This is an optimization exercise on Yosys and OpenROAD, whose aim is small area, not a production implementation. The RTL was checked by simulation tests, not by an equivalence proof against the original design. No driver is modelled on the clock port, so clocking that relies on it looks cheaper here than on a real chip. Power figures rest on the tool's default switching activity, not on a simulated workload.

==> trial 70: inputs <==
==> flow/design.v <==
module mkmif(
             input wire           clk,
             input wire           reset_n,
             output wire          spi_sclk,
             output wire          spi_cs_n,
             input wire           spi_do,
             output wire          spi_di,
             input wire           cs,
             input wire           we,
             input wire  [7 : 0]  address,
             input wire  [31 : 0] write_data,
             output wire [31 : 0] read_data
            );
  localparam ADDR_NAME0       = 8'h00;
  localparam ADDR_NAME1       = 8'h01;
  localparam ADDR_VERSION     = 8'h02;
  localparam ADDR_CTRL        = 8'h08;
  localparam ADDR_STATUS      = 8'h09;
  localparam ADDR_SCLK_DIV    = 8'h0a;
  localparam ADDR_EMEM_ADDR   = 8'h10;
  localparam ADDR_EMEM_DATA   = 8'h20;
  localparam DEFAULT_SCLK_DIV = 16'h0020;
  localparam CORE_NAME0   = 32'h6d6b6d69;  
  localparam CORE_NAME1   = 32'h66202020;  
  localparam CORE_VERSION = 32'h302e3130;  
  localparam CTRL_RDYA  = 3'h0;
  localparam CTRL_RDYB  = 3'h1;
  localparam CTRL_SET   = 3'h2;
  localparam CTRL_START = 3'h3;
  localparam CTRL_CSL   = 3'h4;
  localparam CTRL_CMPL  = 3'h5;
  localparam CTRL_WAIT  = 3'h6;
  localparam CTRL_DONE  = 3'h7;
  reg  [2 : 0]  ctrl_reg;
  reg  [2 : 0]  ctrl_new;
  reg  [2 : 0]  op_reg;          
  reg           valid_reg;
  reg           sclk_reg;
  reg  [15 : 0] sclk_div_reg;
  reg  [15 : 0] addr_reg;
  reg           addr_ok_reg;     
  reg  [31 : 0] wdata_reg;
  reg           wdata_ok_reg;    
  reg  [31 : 0] rdata_reg;
  reg           rdata_ok_reg;    
  reg           rdata_hi_ok_reg;  
  reg  [47 : 0] shift_reg;
  reg           addr_ok_snap;
  reg           wdata_ok_snap;
  reg  [15 : 0] div_reg;
  reg  [15 : 0] clk_ctr_reg;
  reg  [5 : 0]  bit_ctr_reg;
  reg           do_sample0_reg;
  reg           do_sample1_reg;
  wire bus_wr    = cs & we;
  wire bus_rd    = cs & ~we;
  wire is_init   = op_reg[2];
  wire is_write  = op_reg[1] & ~op_reg[2];
  wire pending   = |op_reg;
  wire st_ready  = (ctrl_reg == CTRL_RDYA) | (ctrl_reg == CTRL_RDYB);
  wire st_set    = ctrl_reg == CTRL_SET;
  wire st_start  = ctrl_reg == CTRL_START;
  wire st_wait   = ctrl_reg == CTRL_WAIT;
  wire st_cmpl   = ctrl_reg == CTRL_CMPL;
  wire accept    = st_ready & pending;
  wire load_op   = (st_ready & ~pending) | st_cmpl;
  wire tick      = clk_ctr_reg == div_reg;
  wire fall      = st_wait & tick & sclk_reg;
  wire shift     = fall & (is_init | (bit_ctr_reg[5 : 3] != 3'h0));
  wire sr_hold   = ~(st_set | shift);
  wire done      = is_init ? bit_ctr_reg[4] : (&bit_ctr_reg[5 : 3]);
  reg           di;
  assign spi_sclk = sclk_reg;
  assign spi_cs_n = ~(ctrl_reg[2] & ctrl_reg[1]);
  assign spi_di   = di;
  always @ (posedge clk or negedge reset_n)
    begin
      if (!reset_n)
        begin
          ctrl_reg     <= CTRL_RDYA;
          op_reg       <= 3'b100;
          valid_reg    <= 1'b0;
          sclk_reg     <= 1'b0;
          sclk_div_reg <= DEFAULT_SCLK_DIV;
          addr_ok_reg  <= 1'b0;
          wdata_ok_reg <= 1'b0;
          rdata_ok_reg <= 1'b0;
          rdata_hi_ok_reg <= 1'b0;
        end
      else
        begin
          ctrl_reg <= ctrl_new;
          if (load_op)
            op_reg <= (bus_wr && (address == ADDR_CTRL)) ? write_data[2 : 0] : 3'h0;
          if (accept & op_reg[0])
            valid_reg <= 1'b0;
          else if (st_cmpl)
            valid_reg <= 1'b1;
          if (st_start)
            sclk_reg <= 1'b0;
          else if (st_wait & tick)
            sclk_reg <= ~sclk_reg;
          if (bus_wr && (address == ADDR_SCLK_DIV))
            sclk_div_reg <= write_data[15 : 0];
          if (bus_wr && (address == ADDR_EMEM_ADDR))
            addr_ok_reg <= 1'b1;
          if (bus_wr && (address == ADDR_EMEM_DATA))
            wdata_ok_reg <= 1'b1;
          if (st_cmpl)
            begin
              rdata_ok_reg    <= 1'b1;
              rdata_hi_ok_reg <= ~is_init;
            end
        end
    end
  always @ (posedge clk)
    begin
      do_sample0_reg <= spi_do;
      do_sample1_reg <= do_sample0_reg;
      if (bus_wr && (address == ADDR_EMEM_ADDR))
        addr_reg <= write_data[15 : 0];
      if (bus_wr && (address == ADDR_EMEM_DATA))
        wdata_reg <= write_data;
      if (st_cmpl)
        rdata_reg <= shift_reg[31 : 0];
      if (st_set)
        begin
          div_reg       <= sclk_div_reg;
          addr_ok_snap  <= addr_ok_reg;
          wdata_ok_snap <= wdata_ok_reg;
        end
      shift_reg <= ({48{st_set}}  & {addr_reg, wdata_reg}) |
                   ({48{shift}}   & {shift_reg[46 : 0], do_sample1_reg}) |
                   ({48{sr_hold}} & shift_reg);
      if (!st_wait || tick)
        clk_ctr_reg <= 16'h0;
      else
        clk_ctr_reg <= clk_ctr_reg + 1'b1;
      if (!st_wait)
        bit_ctr_reg <= 6'h0;
      else if (fall)
        bit_ctr_reg <= bit_ctr_reg + 1'b1;
    end
  always @*
    begin : ctrl
      case (ctrl_reg)
        CTRL_RDYA, CTRL_RDYB: ctrl_new = pending ? CTRL_SET : CTRL_RDYB;
        CTRL_SET:             ctrl_new = CTRL_START;
        CTRL_START:           ctrl_new = CTRL_CSL;
        CTRL_CSL:             ctrl_new = CTRL_WAIT;
        CTRL_WAIT:            ctrl_new = done ? CTRL_DONE : CTRL_WAIT;
        CTRL_DONE:            ctrl_new = CTRL_CMPL;
        default:              ctrl_new = CTRL_RDYA;
      endcase
    end
  always @*
    begin : di_gen
      if (is_init)
        di = (bit_ctr_reg == 6'd7) | (bit_ctr_reg == 6'd9) | (bit_ctr_reg == 6'd15);
      else if (bit_ctr_reg[5 : 3] == 3'h0)
        di = (bit_ctr_reg[2 : 0] == 3'd6) | ((bit_ctr_reg[2 : 0] == 3'd7) & ~op_reg[1]);
      else if (bit_ctr_reg < 6'd24)
        di = shift_reg[47] & addr_ok_snap;
      else
        di = shift_reg[47] & wdata_ok_snap & op_reg[1];
    end
  reg [31 : 0] tmp_read_data;
  always @*
    begin : api
      tmp_read_data = 32'h0;
      if (bus_rd)
        begin
          case (address)
            ADDR_NAME0:     tmp_read_data = CORE_NAME0;
            ADDR_NAME1:     tmp_read_data = CORE_NAME1;
            ADDR_VERSION:   tmp_read_data = CORE_VERSION;
            ADDR_STATUS:    tmp_read_data = {30'h0, valid_reg, (ctrl_reg == CTRL_RDYB)};
            ADDR_SCLK_DIV:  tmp_read_data = {16'h0, sclk_div_reg};
            ADDR_EMEM_ADDR: tmp_read_data = addr_ok_reg ? {16'h0, addr_reg} : 32'h0;
            ADDR_EMEM_DATA: tmp_read_data = {(rdata_hi_ok_reg ? rdata_reg[31 : 16] : 16'h0),
                                              (rdata_ok_reg ? rdata_reg[15 : 0] : 16'h0)};
            default:        tmp_read_data = 32'h0;
          endcase
        end
    end
  assign read_data = tmp_read_data;
endmodule  
==> flow/flow/run.sh <==
#!/bin/bash
# The standard layout (standard.sh, standard synthesis unchanged) with:
# - the combinational logic remapped for area after floorplan (flow/post_floorplan.tcl),
# - port buffers made from the smallest buffer cell (buf_1),
# - clock tree synthesis without dummy load cells,
# - after CTS, cells downsized where slack, slew and capacitance margins allow (flow/area_recover.tcl).
# Each make step's full log stays under orfs/logs/; standard.sh's own output goes to standard.log.
set -euo pipefail
HERE=$(pwd)
export BUFFER_PORTS_ARGS="-buffer_cell sky130_fd_sc_hd__buf_1"
export CTS_ARGS="-sink_clustering_enable -repair_clock_nets -dont_use_dummy_load -buf_list sky130_fd_sc_hd__clkbuf_8"
# The library that restructure hands to ABC, without the platform's don't-use cells.
python3 flow/filter_lib.py "$FLOW_HOME/platforms/sky130hd/lib/sky130_fd_sc_hd__tt_025C_1v80.lib" "$HERE/abc_lib.lib" \
  'sky130_fd_sc_hd__probe*' 'sky130_fd_sc_hd__lpflow_*' > filter_lib.log 2>&1
export RS_LIB="$HERE/abc_lib.lib"
export POST_FLOORPLAN_TCL="$HERE/flow/post_floorplan.tcl"
export POST_CTS_TCL="$HERE/flow/post_cts.tcl"
bash standard.sh > standard.log 2>&1
rm -f abc_lib.lib
==> flow/flow/area_recover.tcl <==
# Area recovery: try each cell in a smaller drive strength of the same
# function (same name up to the drive suffix); keep the change only if
# setup and hold slack, max slew, max capacitance and the flip-flop clock-pin
# slews all stay within margins.
proc ar_clk_slew_max {} {
  set worst 0.0
  foreach p [get_pins -hierarchical */CLK] {
    set s [get_property $p slew_max]
    if {$s > $worst} { set worst $s }
  }
  return $worst
}

proc ar_ok { setup_min hold_min slew_min cap_min clk_slew_max is_clock } {
  if {[sta::max_slew_violation_count] > 0} { return 0 }
  if {[sta::max_capacitance_violation_count] > 0} { return 0 }
  if {[sta::max_slew_check_slack_limit] < $slew_min} { return 0 }
  if {[sta::max_capacitance_check_slack_limit] < $cap_min} { return 0 }
  if {[sta::worst_slack -max] < $setup_min} { return 0 }
  if {[sta::worst_slack -min] < $hold_min} { return 0 }
  if {$is_clock && [ar_clk_slew_max] > $clk_slew_max} { return 0 }
  return 1
}

# Is the instance part of the clock network (drives a clock net)?
proc ar_is_clock { iname } {
  set block [ord::get_db_block]
  set inst [$block findInst $iname]
  if {$inst == "NULL"} { return 0 }
  foreach it [$inst getITerms] {
    if {[$it isOutputSignal]} {
      set net [$it getNet]
      if {$net != "NULL" && [$net getSigType] == "CLOCK"} { return 1 }
    }
  }
  return 0
}

set ::ar_clock_cells 0

proc area_recover { {setup_min 0.5} {hold_min 0.1} {clk_slew_max 0.110} } {
  set libname [get_name [get_libs *]]
  # family -> list of {area cellname}
  array set fam {}
  foreach lc [get_lib_cells */*] {
    set n [get_name $lc]
    if {![regexp {^(sky130_fd_sc_hd__[a-z0-9]+)_([0-9]+)$} $n -> f d]} continue
    if {[get_property $lc dont_use]} continue
    lappend fam($f) [list [get_property $lc area] $n]
  }
  set insts {}
  foreach inst [get_cells *] {
    set m [get_property $inst ref_name]
    if {![regexp {^(sky130_fd_sc_hd__[a-z0-9]+)_([0-9]+)$} $m -> f d]} continue
    if {[string match *tap* $f] || [string match *fill* $f] || [string match *decap* $f]} continue
    if {![info exists fam($f)]} continue
    set a [get_property [get_lib_cells */$m] area]
    lappend insts [list $a [get_name $inst] $f $m]
  }
  # Margins: the given ones, or what the design already has where that is less.
  set setup_min [expr {min($setup_min, [sta::worst_slack -max])}]
  set hold_min [expr {min($hold_min, [sta::worst_slack -min])}]
  set slew_min [expr {min(0.2, [sta::max_slew_check_slack_limit])}]
  set cap_min [expr {min(0.2, [sta::max_capacitance_check_slack_limit])}]
  set clk_slew_max [expr {max($clk_slew_max, [ar_clk_slew_max])}]
  set saved 0.0
  set n 0
  foreach e [lsort -real -decreasing -index 0 $insts] {
    lassign $e a iname f m
    set is_clock [ar_is_clock $iname]
    # Clock buffers are left alone: resizing one leaf changes the skew.
    if {$is_clock && !$::ar_clock_cells} continue
    foreach c [lsort -real -increasing -index 0 $fam($f)] {
      lassign $c ca cn
      if {$ca >= $a} break
      replace_cell $iname $cn
      if {[ar_ok $setup_min $hold_min $slew_min $cap_min $clk_slew_max $is_clock]} {
        set saved [expr {$saved + $a - $ca}]
        incr n
        break
      }
      replace_cell $iname $m
    }
  }
  puts "area_recover: $n cells downsized, [format %.1f $saved] um2 saved"
}
==> flow/flow/filter_lib.py <==
#!/usr/bin/env python3
"""Copy a Liberty file without the cells whose names match the given glob
patterns, so that ABC (OpenROAD restructure) cannot map to them."""
import fnmatch
import re
import sys

src, dst, *patterns = sys.argv[1:]
text = open(src).read()
out = []
pos = 0
cell_re = re.compile(r'\n\s*cell\s*\(\s*"?([\w]+)"?\s*\)\s*\{')
dropped = 0
while True:
    m = cell_re.search(text, pos)
    if not m:
        out.append(text[pos:])
        break
    name = m.group(1)
    # find the matching closing brace of this cell group
    depth = 0
    i = m.end() - 1
    while True:
        c = text[i]
        if c == '{':
            depth += 1
        elif c == '}':
            depth -= 1
            if depth == 0:
                break
        i += 1
    end = i + 1
    if any(fnmatch.fnmatch(name, p) for p in patterns):
        out.append(text[pos:m.start()])
        dropped += 1
    else:
        out.append(text[pos:end])
    pos = end
open(dst, 'w').write(''.join(out))
print(f"filter_lib: dropped {dropped} cells")
==> flow/flow/post_cts.tcl <==
# Downsize cells with margin to spare (see area_recover.tcl), then legalize.
source [file join [file dirname [info script]] area_recover.tcl]
area_recover 0.4 0.1 0.110
detailed_placement
check_placement -verbose
==> flow/flow/post_floorplan.tcl <==
# Remap the combinational logic for area with ABC (OpenROAD restructure).
# Registers are not touched; the placement stage's repair_design and the
# CTS stage's repair_timing then fix slew, capacitance and timing.
set rs_dir [file join $::env(OBJECTS_DIR) rs_work]
file mkdir $rs_dir
set_dont_use $::env(DONT_USE_CELLS)
log_cmd restructure -target area \
  -liberty_file $::env(RS_LIB) \
  -tielo_port sky130_fd_sc_hd__conb_1/LO -tiehi_port sky130_fd_sc_hd__conb_1/HI \
  -work_dir $rs_dir -abc_logfile [file join $rs_dir abc.log]
report_design_area
==> flow/standard.sh <==
#!/bin/bash
# synth_recipe.tcl (not shown) runs the flow's synth.tcl, then flattens the netlist and writes it again
# the make line also repeats each setting of config.mk as NAME=value (left out here)
make -C /OpenROAD-flow-scripts/flow DESIGN_CONFIG=/design/flow/config.mk WORK_HOME=/design/flow/orfs CLKGATE_MAP_FILE= SYNTH_SCRIPT=/design/flow/synth_recipe.tcl "${@:-finish}"
==> flow/config.mk <==
export PLATFORM = sky130hd
export DESIGN_NAME = mkmif
export DESIGN_NICKNAME = mkmif
export VERILOG_FILES = /design/flow/design.v
export SDC_FILE = /design/flow/constraint.sdc
export NUM_CORES = 4
export LEC_CHECK = 0
export CAP_MARGIN = 20
export CORE_MARGIN = 2
export CORE_UTILIZATION = 40
export CTS_BUF_LIST = sky130_fd_sc_hd__clkbuf_8
export GPL_ROUTABILITY_DRIVEN = 0
export GPL_TIMING_DRIVEN = 0
export SLEW_MARGIN = 20
==> flow/constraint.sdc <==
create_clock -name core_clock -period 6.0 [get_ports {clk}]
set_input_delay 1.2000 -clock core_clock [delete_from_list [all_inputs] [get_ports {clk}]]
set_output_delay 1.2000 -clock core_clock [all_outputs]
set_load 0.01 [all_outputs]
==> trial 19: changes against trial 70 <==
--- a/flow/design.v
+++ b/flow/design.v
@@ -45,6 +45,3 @@
   reg           rdata_ok_reg;    
-  reg           rdata_hi_ok_reg;  
   reg  [47 : 0] shift_reg;
-  reg           addr_ok_snap;
-  reg           wdata_ok_snap;
   reg  [15 : 0] div_reg;
@@ -70,2 +67,4 @@
   wire sr_hold   = ~(st_set | shift);
+  wire set_addr  = st_set & addr_ok_reg;
+  wire set_data  = st_set & wdata_ok_reg & is_write;
   wire done      = is_init ? bit_ctr_reg[4] : (&bit_ctr_reg[5 : 3]);
@@ -87,3 +86,2 @@
           rdata_ok_reg <= 1'b0;
-          rdata_hi_ok_reg <= 1'b0;
         end
@@ -109,6 +107,3 @@
           if (st_cmpl)
-            begin
-              rdata_ok_reg    <= 1'b1;
-              rdata_hi_ok_reg <= ~is_init;
-            end
+            rdata_ok_reg <= 1'b1;
         end
@@ -128,6 +123,4 @@
           div_reg       <= sclk_div_reg;
-          addr_ok_snap  <= addr_ok_reg;
-          wdata_ok_snap <= wdata_ok_reg;
         end
-      shift_reg <= ({48{st_set}}  & {addr_reg, wdata_reg}) |
+      shift_reg <= {({16{set_addr}} & addr_reg), ({32{set_data}} & wdata_reg)} |
                    ({48{shift}}   & {shift_reg[46 : 0], do_sample1_reg}) |
@@ -161,6 +154,4 @@
         di = (bit_ctr_reg[2 : 0] == 3'd6) | ((bit_ctr_reg[2 : 0] == 3'd7) & ~op_reg[1]);
-      else if (bit_ctr_reg < 6'd24)
-        di = shift_reg[47] & addr_ok_snap;
       else
-        di = shift_reg[47] & wdata_ok_snap & op_reg[1];
+        di = shift_reg[47];
     end
@@ -179,4 +170,3 @@
             ADDR_EMEM_ADDR: tmp_read_data = addr_ok_reg ? {16'h0, addr_reg} : 32'h0;
-            ADDR_EMEM_DATA: tmp_read_data = {(rdata_hi_ok_reg ? rdata_reg[31 : 16] : 16'h0),
-                                              (rdata_ok_reg ? rdata_reg[15 : 0] : 16'h0)};
+            ADDR_EMEM_DATA: tmp_read_data = rdata_ok_reg ? rdata_reg : 32'h0;
             default:        tmp_read_data = 32'h0;
Settings changed: CORE_UTILIZATION 40 to 55, GPL_ROUTABILITY_DRIVEN 0 to not set, GPL_TIMING_DRIVEN 0 to not set.
==> build 54: changes against trial 70 <==
==> flow/flow/run.sh (replaced) <==
#!/bin/bash
# The standard layout (standard.sh, standard synthesis unchanged) with:
# - port buffers made from the smallest buffer cell (buf_1),
# - clock tree synthesis without dummy load cells,
# - after CTS, cells downsized where slack, slew and capacitance margins allow (flow/area_recover.tcl).
# Each make step's full log stays under orfs/logs/; standard.sh's own output goes to standard.log.
set -euo pipefail
HERE=$(pwd)
export BUFFER_PORTS_ARGS="-buffer_cell sky130_fd_sc_hd__buf_1"
export CTS_ARGS="-sink_clustering_enable -repair_clock_nets -dont_use_dummy_load -buf_list sky130_fd_sc_hd__clkbuf_8"
export POST_CTS_TCL="$HERE/flow/post_cts.tcl"
bash standard.sh > standard.log 2>&1
--- a/flow/flow/area_recover.tcl
+++ b/flow/flow/area_recover.tcl
@@ -38,4 +38,2 @@
 
-set ::ar_clock_cells 0
-
 proc area_recover { {setup_min 0.5} {hold_min 0.1} {clk_slew_max 0.110} } {
@@ -70,4 +68,2 @@
     set is_clock [ar_is_clock $iname]
-    # Clock buffers are left alone: resizing one leaf changes the skew.
-    if {$is_clock && !$::ar_clock_cells} continue
     foreach c [lsort -real -increasing -index 0 $fam($f)] {
Settings changed: GPL_ROUTABILITY_DRIVEN 0 to not set, GPL_TIMING_DRIVEN 0 to not set.
removed: flow/flow/filter_lib.py
removed: flow/flow/post_floorplan.tcl
==> summary.md <==
• complete, no violations — run status
• 1854 — final-layout fill cell count
• 1.18 ns — worst setup slack after placement
• 0.604 mW — Sw Pwr
• 5091 — vias in the first global route
• 11 — count of inverters other than clock inverters in the layout
• 618 — gate count of the mapped netlist
(the above is from build 54)
==> summary.md <==
• 853 — Cell Count Post-Placement
• 89 — count of inverters other than clock inverters in the layout
• complete, no violations — run status
• 1.23 ns — worst setup slack after placement
• 96 x sky130_fd_sc_hd__edfxtp_1, 72 x sky130_fd_sc_hd__dfxtp_1, 57 x sky130_fd_sc_hd__a21oi_1 — leading cell types by count after synthesis
• 644 — gate count of the mapped netlist
• 1224 — final-layout fill cell count
(the above is from trial 19)
==> summary.md <==
• 1822 — final-layout fill cell count
• complete, no violations — run status
• 93 — count of inverters other than clock inverters in the layout
• 5295 — vias in the first global route
• 0.412 mW — Sw Pwr
• 618 — gate count of the mapped netlist
• 0.594 ns — worst setup slack after placement
• output pin — CP Capture Type
(the above is from trial 70)

==> what the ideal ports hide <==
Ports are ideal in the flow. The routed layouts listed here were re-timed in OpenROAD.
Step 1: set_driving_cell puts a clkbuf_16 on clk and a buf_2 on each other input, an assumption about the parent block.
Step 2, shift: input delay + t, output delay - t, t = (earliest + latest rising clock arrival at the registers) / 2. This alone moves slack from input paths to output paths.
Three values: ideal, step 1, step 2; two values: the first two.
run	t (ns)	setup WS [ns]	hold slack, ns	latest minus earliest clock arrival (ns)	cell pins on the clock port's net
trial 70	0.485	0.547 / 0.526 / 0.526	0.338 / 0.338 / 0.338	0.041 / 0.041	1
trial 19	0.490	0.660 / 0.639 / 0.639	0.329 / 0.329 / 0.329	0.036 / 0.036	1
build 54	0.607	1.034 / 1.011 / 1.011	0.339 / 0.339 / 0.339	0.037 / 0.037	1
After both steps every run listed still meets setup and hold. The setup slack of build 54, which loses most, moves by -0.023 ns with the drivers and by -0.023 ns with both steps.
